Background: an optimization exercise with open tools, aiming at small area and a short achievable clock period. Do not read the settings as production practice. RTL that was checked went through simulation tests only; none was proved equivalent to the original. No activity file was given, so power comes from the tool's default toggle rates.

alpha:
==> module counterFromZeroToLimit, before the edit <==
    module counterFromZeroToLimit #
    (
        parameter integer C_WIDTH = 12
    )
    (
        output reg oSync,                       
        output reg oAct,                        
        output wire oSyncNext,
        output wire oActNext,
        output reg [C_WIDTH - 1 : 0] oAddr,     
        output reg oZero,                       
        input wire [C_WIDTH - 1 : 0] iLenSync,
        input wire [C_WIDTH - 1 : 0] iLenBack,
        input wire [C_WIDTH - 1 : 0] iLenAct,
        input wire [C_WIDTH - 1 : 0] iLenFront,
        input wire iAddrEn,
        input wire iClk,
        input wire iRst,
        input wire iEn
    );
    reg front;
    wire back = ~(oSync | oAct | front);
    reg [C_WIDTH - 1 : 0] count;
    wire last = (count == {{(C_WIDTH - 1){1'b1}}, 1'b0});
    wire step = iEn && last;
    assign oSyncNext = step ? front : oSync;
    assign oActNext = step ? back : oAct;
    wire selSync = front || !iRst;
    wire [C_WIDTH - 1 : 0] countLoad = ~(({C_WIDTH{oSync && iRst}} & iLenBack) | ({C_WIDTH{back}} & iLenAct) |
                                         ({C_WIDTH{oAct}} & iLenFront) | ({C_WIDTH{selSync}} & iLenSync));
    always @(posedge iClk) begin
        if (step || !iRst) begin
            count <= countLoad;
        end else begin
            count <= count + iEn;
        end
    end
    always @(posedge iClk) begin
        if (!iRst || (iEn && !(oAct && !last && iAddrEn))) begin
            oAddr <= 0;
        end else begin
            oAddr <= oAddr + iEn;
        end
    end
    always @(posedge iClk or negedge iRst) begin
        if (!iRst) begin
            oSync <= 1'b1;
            oAct <= 1'b0;
            front <= 1'b0;
            oZero <= 1'b1;
        end else if (iEn) begin
            oZero <= last && front;
            if (last) begin
                oSync <= front;
                oAct <= back;
                front <= oAct;
            end
        end
    end
    endmodule
==> module lcdTimCtrlCore, before the edit <==
    module lcdTimCtrlCore #
    (
        parameter integer C_HOR_WIDTH = 12,
        parameter integer C_VER_WIDTH = 12
    )
    (
        output reg oHSynch,
        output reg oVSynch,
        output reg oEnVideo,
        output wire [C_HOR_WIDTH - 1 : 0] oHAddr,
        output wire [C_VER_WIDTH - 1 : 0] oVAddr,
        input wire [C_HOR_WIDTH - 1 : 0] iHWidth,
        input wire [C_HOR_WIDTH - 1 : 0] iHBackPorch,
        input wire [C_HOR_WIDTH - 1 : 0] iHFrontPorch,
        input wire [C_HOR_WIDTH - 1 : 0] iHResolution,
        input wire iHPolarity,
        input wire [C_VER_WIDTH - 1 : 0] iVWidth,
        input wire [C_VER_WIDTH - 1 : 0] iVBackPorch,
        input wire [C_VER_WIDTH - 1 : 0] iVFrontPorch,
        input wire [C_VER_WIDTH - 1 : 0] iVResolution,
        input wire iVPolarity,
        input wire iEnVideoPolarity,
        input wire iClkPixel,
        input wire iRst,
        input wire iEn
    );
    wire hSync, hAct, hSyncNext, hActNext, hZero;
    wire vSync, vAct, vSyncNext, vActNext, vZero;
    wire vEnabler = iEn && hZero;
    counterFromZeroToLimit #
        (
            .C_WIDTH(C_HOR_WIDTH)
        )HorizontalCounter(
            .oSync(hSync),
            .oAct(hAct),
            .oSyncNext(hSyncNext),
            .oActNext(hActNext),
            .oAddr(oHAddr),
            .oZero(hZero),
            .iLenSync(iHWidth),
            .iLenBack(iHBackPorch),
            .iLenAct(iHResolution),
            .iLenFront(iHFrontPorch),
            .iAddrEn(vAct),
            .iClk(iClkPixel),
            .iRst(iRst),
            .iEn(iEn)
        );
    counterFromZeroToLimit #
        (
            .C_WIDTH(C_VER_WIDTH)
        )VerticalCounter(
            .oSync(vSync),
            .oAct(vAct),
            .oSyncNext(vSyncNext),
            .oActNext(vActNext),
            .oAddr(oVAddr),
            .oZero(vZero),
            .iLenSync(iVWidth),
            .iLenBack(iVBackPorch),
            .iLenAct(iVResolution),
            .iLenFront(iVFrontPorch),
            .iAddrEn(1'b1),
            .iClk(iClkPixel),
            .iRst(iRst),
            .iEn(vEnabler)
        );
    always @(posedge iClkPixel) begin
        oHSynch <= (hSyncNext || !iRst) ? iHPolarity : ~iHPolarity;
        oVSynch <= (vSyncNext || !iRst) ? iVPolarity : ~iVPolarity;
        oEnVideo <= (hActNext && vActNext && iRst) ? iEnVideoPolarity : ~iEnVideoPolarity;
    end
    endmodule
export LEC_CHECK = 0
export CAP_MARGIN = 20
export CORE_MARGIN = 2
export CORE_UTILIZATION = 40
export SLEW_MARGIN = 20
export TNS_END_PERCENT = 0
create_clock -name core_clock -period 11.0 [get_ports {iClkPixel}]
standard.sh (not shown) runs the stock make flow with config.mk's settings and CLKGATE_MAP_FILE= SYNTH_SCRIPT=/design/flow/synth_recipe.tcl, a recipe that flattens the netlist after the stock synthesis.
==> flow/flow/run.sh <==
#!/bin/bash
# Own flow: the standard layout (standard.sh) with these changes:
#  - the port buffers are small buffers (buf_1) instead of the default delay cells;
#  - the timing repair aims for more setup slack than the clock needs;
#  - clock tree synthesis inserts no dummy loads.
# Each ORFS step writes its full log under orfs/logs/.
export BUFFER_PORTS_ARGS="-buffer_cell sky130_fd_sc_hd__buf_1"
export SETUP_SLACK_MARGIN=7.8
export CTS_ARGS="-sink_clustering_enable -repair_clock_nets -dont_use_dummy_load"
bash standard.sh > standard.log 2>&1
For beta, these inputs were changed with respect to alpha:
--- a/flow/design.v
+++ b/flow/design.v
@@ -1,17 +1,18 @@
 `timescale 1ns / 1ps
     module counterFromZeroToLimit #
     (
-        parameter integer C_WIDTH = 12
+        parameter integer C_WIDTH = 12,
+        parameter integer C_SLOW = 0
     )
     (
         output reg oSync,                       
         output reg oAct,                        
         output wire oSyncNext,
         output wire oActNext,
-        output reg [C_WIDTH - 1 : 0] oAddr,     
+        output wire [C_WIDTH - 1 : 0] oAddr,    
         output reg oZero,                       
         input wire [C_WIDTH - 1 : 0] iLenSync,
         input wire [C_WIDTH - 1 : 0] iLenBack,
         input wire [C_WIDTH - 1 : 0] iLenAct,
         input wire [C_WIDTH - 1 : 0] iLenFront,
         input wire iAddrEn,
@@ -19,33 +20,52 @@
         input wire iRst,
         input wire iEn
     );
     reg front;
     wire back = ~(oSync | oAct | front);
     reg [C_WIDTH - 1 : 0] count;
-    wire last = (count == {{(C_WIDTH - 1){1'b1}}, 1'b0});
+    wire countEnd = (count == {{(C_WIDTH - 1){1'b1}}, 1'b0});
+    wire last;
     wire step = iEn && last;
     assign oSyncNext = step ? front : oSync;
     assign oActNext = step ? back : oAct;
     wire selSync = front || !iRst;
-    wire [C_WIDTH - 1 : 0] countLoad = ~(({C_WIDTH{oSync && iRst}} & iLenBack) | ({C_WIDTH{back}} & iLenAct) |
-                                         ({C_WIDTH{oAct}} & iLenFront) | ({C_WIDTH{selSync}} & iLenSync));
+    wire [C_WIDTH - 1 : 0] countLoad;
     always @(posedge iClk) begin
         if (step || !iRst) begin
             count <= countLoad;
         end else begin
             count <= count + iEn;
         end
     end
-    always @(posedge iClk) begin
-        if (!iRst || (iEn && !(oAct && !last && iAddrEn))) begin
-            oAddr <= 0;
-        end else begin
-            oAddr <= oAddr + iEn;
+    generate
+        if (C_SLOW) begin : gSlow
+            assign countLoad = back ? {C_WIDTH{1'b0}} :
+                               ~(({C_WIDTH{oSync && iRst}} & iLenBack) | ({C_WIDTH{oAct}} & iLenFront) |
+                                 ({C_WIDTH{selSync}} & iLenSync));
+            reg lastReg;
+            always @(posedge iClk) begin
+                lastReg <= oAct ? (count + 1'b1 == iLenAct) : countEnd;
+            end
+            assign last = lastReg;
+            assign oAddr = count;
+        end else begin : gFast
+            assign countLoad = ~(({C_WIDTH{oSync && iRst}} & iLenBack) | ({C_WIDTH{back}} & iLenAct) |
+                                 ({C_WIDTH{oAct}} & iLenFront) | ({C_WIDTH{selSync}} & iLenSync));
+            assign last = countEnd;
+            reg [C_WIDTH - 1 : 0] addr;
+            always @(posedge iClk) begin
+                if (!iRst || (iEn && !(oAct && !last && iAddrEn))) begin
+                    addr <= 0;
+                end else begin
+                    addr <= addr + iEn;
+                end
+            end
+            assign oAddr = addr;
         end
-    end
+    endgenerate
     always @(posedge iClk or negedge iRst) begin
         if (!iRst) begin
             oSync <= 1'b1;
             oAct <= 1'b0;
             front <= 1'b0;
             oZero <= 1'b1;
@@ -85,12 +105,13 @@
         input wire iClkPixel,
         input wire iRst,
         input wire iEn
     );
     wire hSync, hAct, hSyncNext, hActNext, hZero;
     wire vSync, vAct, vSyncNext, vActNext, vZero;
+    wire [C_VER_WIDTH - 1 : 0] vCount;
     wire vEnabler = iEn && hZero;
     counterFromZeroToLimit #
         (
             .C_WIDTH(C_HOR_WIDTH)
         )HorizontalCounter(
             .oSync(hSync),
@@ -107,29 +128,31 @@
             .iClk(iClkPixel),
             .iRst(iRst),
             .iEn(iEn)
         );
     counterFromZeroToLimit #
         (
-            .C_WIDTH(C_VER_WIDTH)
+            .C_WIDTH(C_VER_WIDTH),
+            .C_SLOW(1)
         )VerticalCounter(
             .oSync(vSync),
             .oAct(vAct),
             .oSyncNext(vSyncNext),
             .oActNext(vActNext),
-            .oAddr(oVAddr),
+            .oAddr(vCount),
             .oZero(vZero),
             .iLenSync(iVWidth),
             .iLenBack(iVBackPorch),
             .iLenAct(iVResolution),
             .iLenFront(iVFrontPorch),
             .iAddrEn(1'b1),
             .iClk(iClkPixel),
             .iRst(iRst),
             .iEn(vEnabler)
         );
+    assign oVAddr = vCount & {C_VER_WIDTH{vAct}};
     always @(posedge iClkPixel) begin
         oHSynch <= (hSyncNext || !iRst) ? iHPolarity : ~iHPolarity;
         oVSynch <= (vSyncNext || !iRst) ? iVPolarity : ~iVPolarity;
         oEnVideo <= (hActNext && vActNext && iRst) ? iEnVideoPolarity : ~iEnVideoPolarity;
     end
     endmodule
==> run summary <==
Switching component of the power (higher): alpha. For beta, the slowest cell on the critical path was sky130_fd_sc_hd__dfrtp_4, unlike alpha, where it was sky130_fd_sc_hd__ha_2. Per the comparison of beta with alpha, final critical path time including I/O delays and setup went up, number of global-route vias before repair saw little to no change, setup slack now sits lower. Compared with alpha, beta shows a total leakage power that is 9.8% lower. Of alpha and beta, the run reporting the lower maximum fanout encountered on the critical timing path was alpha. beta vs. alpha: synthesized cell count shows an increase of 2; final cell count shows a reduction of 1.4%. In beta the register-to-register slack turned out 0.04 ns lower than in alpha. Per the comparison of beta with alpha, fraction of area in registers moved down; number of standard-cell rows in the floorplan level.
Function not checked in beta: the RTL went through the layout flow alone.

what the ideal ports hide:
Ports are ideal in the flow. The routed layouts listed here were re-timed in OpenROAD. Step 1 sets driving cells, clkbuf_16 on the clock port and buf_2 on the other inputs (assumed; they add their load-dependent delay and slew). Step 2 times the ports against the registers' clock, not the clock port: input delays grow and output delays shrink by t, the midpoint of the rising clock arrivals with the driver on. Three values: ideal ports, drivers, drivers and shift; two values: the first two.
run	shift t [ns]	setup WS [ns]	hold WS [ns]	worst data-port slew with drivers (ns)
alpha	0.353	7.822 / 7.798 / 7.444	0.480 / 0.480 / 0.480	0.05
beta	0.314	7.659 / 7.631 / 7.363	0.492 / 0.492 / 0.492	0.05
After both steps setup and hold are still met in every run listed. The setup slack of alpha, which loses most, moves by -0.024 ns with the drivers and by -0.378 ns with both steps.
